What follows belongs to an exercise in optimizing a design on an open flow for small area, a short achievable clock period and few clock cycles per item; a production flow would make more cautious choices.
No run shown here included a check of the RTL's function; only the layout flow was run.
No activity file was given, so power comes from the tool's default toggle rates.

==> flow/design.v (outline; a module is shown in full before it is edited, if it fits) <==
// module melendez_mult: 883 lines
// module mm_fa: 6 lines
// module mm_ha: 6 lines
// module mm_or: 5 lines
// module mm_han: 6 lines
// module mm_xnor: 5 lines
// module mm_add: 376 lines
// module mm_pg: 6 lines
// module mm_inv: 5 lines
// module mm_blackp: 6 lines
// module mm_grayp: 5 lines
// module mm_blackn: 6 lines
// module mm_grayn: 5 lines
module melendez_mult (rst, clk, multiplier, multiplicand, product, done);
  // ...
==> flow/flow/run.sh <==
#!/bin/bash
set -euo pipefail
export BUFFER_PORTS_ARGS="-buffer_cell sky130_fd_sc_hd__buf_2"
bash standard.sh > standard_flow.log 2>&1
==> flow/standard.sh <==
#!/bin/bash
# synth_recipe.tcl (not shown) runs the flow's synth.tcl, then flattens the netlist and writes it again
# the make line also repeats each setting of config.mk as NAME=value (left out here)
make -C /OpenROAD-flow-scripts/flow DESIGN_CONFIG=/design/flow/config.mk WORK_HOME=/design/flow/orfs CLKGATE_MAP_FILE= SYNTH_SCRIPT=/design/flow/synth_recipe.tcl "${@:-finish}"
==> flow/config.mk <==
export PLATFORM = sky130hd
export DESIGN_NAME = melendez_mult
export DESIGN_NICKNAME = melendez_mult
export VERILOG_FILES = /design/flow/design.v
export SDC_FILE = /design/flow/constraint.sdc
export NUM_CORES = 4
export LEC_CHECK = 0
export CAP_MARGIN = 20
export CORE_MARGIN = 2
export CORE_UTILIZATION = 40
export SETUP_SLACK_MARGIN = 1.25
export SLEW_MARGIN = 20
export SYNTH_HIERARCHICAL = 1
export SYNTH_MINIMUM_KEEP_SIZE = 0
==> flow/constraint.sdc <==
create_clock -name core_clock -period 5.0 [get_ports {clk}]
set_input_delay 1.0000 -clock core_clock [delete_from_list [all_inputs] [get_ports {clk}]]
set_output_delay 1.0000 -clock core_clock [all_outputs]
set_load 0.01 [all_outputs]
==> summary.md, run 1 <==
| Metric | Value |
|---|---|
| Metal3 WL | `roughly 2000 um` |
| Top Consumer | `combinational logic` |
| Sink Count | `approximately 120` |
| Post-Syn Area | `between 10000 and 15000 um2` |
| Die Span Y | `around 180 um` |
| Worst Hold Launch | `cnt[1]` |
| Crit path top cell by count | `nand2_1` |
| Area after DPL | `around 13000 um2` |
| Flop pwr share | `between 10% and 20%` |
| Pin count of the biggest net entering global routing | `between 40 and 50` |
| Design Power | `about 0.011 W` |
| Power Clock | `approximately 0.0012 W` |
| Port-buffer cells | `130` |
| Wire per inst | `slightly below 20 um` |
| Slew Viols, Final | `0` |
| Levels on crit path | `10` |
| Combinational power | `slightly below 0.008 W` |
| Leak | `roughly 4.9 nW` |
| Status | `finished clean` |
| Path depth of the worst reg2reg path | `6` |
| Routed Antenna Nets | `0` |
| Most common cell after layout, fill and taps aside | `nand2_1` |
| Pwr dens | `778.1 nW/um2` |
| Post-detail-place hpwl | `~23000 um` |
| Die Wd | `between 150 and 200 um` |
| Final-layout clock buffer total | `17` |
| Row count | `62` |
| Max clock buf depth | `2` |
| Bufs w/o clock | `157` |
| FF+latch area | `3427 um2` |
| Cells after Synth | `~1000` |
| Num ports | `131` |
| GRT Overall Usage | `about a fifth` |
| Internal | `around 0.0060 W` |
| Min cycle time layout | `between 3000 and 4000 ps` |
| Final setup margin | `1249 ps` |
| Nets | `approximately 1500` |
==> inputs of run 2 (changes only) <==
--- a/flow/config.mk
+++ b/flow/config.mk
@@ -8,6 +8,8 @@
 export CAP_MARGIN = 20
 export CORE_MARGIN = 2
 export CORE_UTILIZATION = 40
+export CTS_CLUSTER_DIAMETER = 60
+export CTS_CLUSTER_SIZE = 30
 export SETUP_SLACK_MARGIN = 1.25
 export SLEW_MARGIN = 20
 export SYNTH_HIERARCHICAL = 1
==> run 2 against run 1 <==
Compared with the run above: still clean on timing, DRC and antenna; wire length unchanged; hold slack unchanged; area after synthesis unchanged; sequential power about the same; combinational power about the same; first-iteration DRC count unchanged; highest routed layer unchanged.
==> summary.md, run 2 <==
| Metric | Value |
|---|---|
| Row count | `62 (unchanged)` |
| TNS Setup | `0 ps (unchanged)` |
| Worst endpoint required time | `4000 ps (about the same)` |
| Vias per std cell | `5.133 (unchanged)` |
| DRC violations left | `0 (unchanged)` |
| Max clock buf depth | `2 (unchanged)` |
| GR Util met3 | `4.935% (unchanged)` |
| CP endpoint kind | `primary output (unchanged)` |
| Die ar. | `30810 um2 (unchanged)` |
| Worst reg2reg setup slack | `1380 ps (about the same)` |
| Starting density of the core | `40.79% (unchanged)` |
| CTS tree | `done (unchanged)` |
| Slew Viols, Final | `0 (unchanged)` |
| Num ports | `131 (unchanged)` |
| First-pass GRT wire length | `47470 um (unchanged)` |
| H-tree Lvls | `4 (unchanged)` |
| RSZ-0062 raised after global routing | `yes (unchanged)` |
| Largest regs | `s_q (32), c_q (31), lo_q (28) (unchanged)` |
| Fill cell count | `2587 (unchanged)` |
| Pwr dens | `778.1 nW/um2 (unchanged)` |
| Nets | `1485 (unchanged)` |
| Vias in the first global route | `8616 (unchanged)` |
| CTS root buf | `clkbuf_16 (unchanged)` |
| Vias | `7992 (unchanged)` |
| Status | `finished clean (unchanged)` |
| Port-buffer cells | `130 (unchanged)` |
| Crit path top cell by count | `nand2_1 (unchanged)` |
| Skew-Pair Late Insertion Delay | `430 ps (about the same)` |
| Max reg flops | `32 (unchanged)` |
| Die Wd | `175.5 um (unchanged)` |
| Grt met1 use | `27.57% (unchanged)` |
| Core area | `28860 um2 (unchanged)` |
| Setup Crit Path Kind | `reg -> out (unchanged)` |
| Worst Path Buf+Inv | `1 (unchanged)` |
| Sink Count | `118 (unchanged)` |
| Syn nets | `1333 (unchanged)` |
| Delay-heaviest family, CP | `simple AND/OR/NAND/NOR gates (unchanged)` |
| GRT met2 Usage | `32.43% (unchanged)` |
| Ratio of cells with drive above 1 in the final layout | `30.43% (unchanged)` |
| Post-Syn Area | `11770 um2 (unchanged)` |
| Post-detail-place hpwl | `23290 um (unchanged)` |
| Routed Antenna Nets | `0 (unchanged)` |
| Most common cell after layout, fill and taps aside | `nand2_1 (unchanged)` |
| Setup Viol. Count Final | `0 (unchanged)` |
| GRT Overall Usage | `20.32% (unchanged)` |
| Relative slew slack | `48.46% (unchanged)` |
| CP cell instances | `ha_4, nand2_4, nor2_4, nand2_1, nor2_2, nand2_1, o21ai_4, a21oi_2, xor2_1, buf_2 (unchanged)` |
| Tcrit/Tclk final | `75.02% (unchanged)` |
| CP max stage cell | `edfxtp_1 (unchanged)` |
| DRT iter0 DRCs | `542 (unchanged)` |
| Cells after Synth | `1008 (unchanged)` |
| CTS Buf Count | `17 (unchanged)` |
| Worst Hold Class | `reg -> reg (unchanged)` |
| Min cycle time layout | `3751 ps (unchanged)` |
| Leak | `4.896 nW (unchanged)` |
| Wire per inst | `19.48 um (unchanged)` |
| Yosys Warn Count | `7 (unchanged)` |
| Clk slew on worst S/H paths | `60 ps (about the same)` |
| # Max-Cap Violations | `0 (unchanged)` |
| Largest register by flop count | `s_q (unchanged)` |
| Pin count of the biggest net entering global routing | `44 (unchanged)` |
| Commonest non-fill, non-tap cells in the layout | `nand2_1, fa_1, buf_2 (unchanged)` |
| Routed wire length | `30330 um (unchanged)` |
| Tightest Pin Transition | `770.2 ps (unchanged)` |
| Congestion Overflow GR | `0 (unchanged)` |
| Critical Path AT | `2750 ps (about the same)` |
| Max Freq | `266.6 MHz (unchanged)` |
| Design Area, Final | `14350 um2 (unchanged)` |
| GRT busiest layer | `met2 (unchanged)` |
| Clock Skew | `13.95 ps (unchanged)` |
| Die Span Y | `175.5 um (unchanged)` |
| Layout area overhead | `21.91% (unchanged)` |
| Initial antenna violation count | `1 (unchanged)` |
| Pre-antenna DRT Iters | `5 (unchanged)` |
| Crit path launch type | `flop (unchanged)` |
| Area after DPL | `12800 um2 (unchanged)` |
| Worst VDD drop | `0.3708 mV (unchanged)` |
| # hold bufs at CTS | `0 (unchanged)` |
| ANT cells | `0 (unchanged)` |
| Syn_area_per_cell | `11.68 um2 (unchanged)` |
| Routability Congestion | `0.8274 (unchanged)` |
| Max stage delay on crit path | `510 ps (about the same)` |
| Final Hold Fails | `0 (unchanged)` |
| Critical Path Fanout Max | `3 (unchanged)` |
## run 2: final cells by class
class,count,area (um2),area share (%)
Timing Repair Buffer,157,853.3,5.947
Inverter,34,128.9,0.8982
Clock buffer,17,425.4,2.965
Clock inverter,15,148.9,1.038
Tap cell,384,480.5,3.348
Multi-Input combinational cell,832,8885,61.92
Sequential cell,118,3427,23.88
## run 2: worst paths after layout
check | startpoint | endpoint | cells after the start
max | s_q[23] | product[62] | 10
min | cnt[1] | cnt[1] | 2
max reg2reg | first_q | s_q[6] | 6
min reg2reg | cnt[1] | cnt[1] | 2
## run 2: per-layer routing
metal | vias up | routed length (um)
met2 | 238 | 14700
met3 | 32 | 1992
li1 | 3580 | -
met5 | - | 7
met4 | 2 | 517
met1 | 4140 | 13110
## run 2: per-stage QoR
stage / setup slack [ps] / power [W] / utilization [%] / std cells / hold slack, ps
6_report: 1249 / 0.01116 / 49.72 / 1557 / 563.8
5_1_grt: 1189 / 0.01217 / 49.72 / 1557 / 604.8
4_1_cts: 1184 / 0.01047 / 47.34 / 1538 / 575.1
3_5_place_dp: 966.9 / 0.008869 / 44.35 / 1500 / 566.8
3_3_place_gp: 995.8 / 0.008757 / 44.35 / 1500 / 545.9
2_1_floorplan: 1314 / 0.006700 / - / 1008 / 517.5
## run 2: worst min-delay path, stage by stage, from the launching register on
cell	delay [ps]
dfxtp_1	340
mux2i_1	130
nor2_1	50
## run 2: timing repair
action	CTS	global route
pin swaps	10	36
setup endpoints to repair	58	19
setup buffers	6	19
resized for setup	39	76
## run 2: report_power, final
part | total [W] | switching, W | internal [W]
combinational | 0.00781 | 0.00435 | 0.00345
clock | 0.00120 | 0.000537 | 0.000666
sequential | 0.00216 | 0.000307 | 0.00185
total | 0.0112 | 0.00520 | 0.00597

==> what the ideal ports hide <==
How much do the figures lean on ideal ports? The routed layouts below were timed once more, with nothing changed but the port constraints. Step 1, drivers: a clkbuf_16 drives clk and a buf_2 each remaining input, both assumed. Step 2 times the ports against the registers' clock, not the clock port: input delays grow and output delays shrink by t, the midpoint of the rising clock arrivals with the driver on. Slacks: ideal ports / drivers / drivers and shift; pairs: ideal ports / drivers.
run	t (ns)	setup slack, ns	pins driven straight from the clock port
run 1	0.472	1.249 / 1.203 / 0.996	1
run 2	0.472	1.249 / 1.203 / 0.996	1
After both steps setup and hold are still met in every run listed.
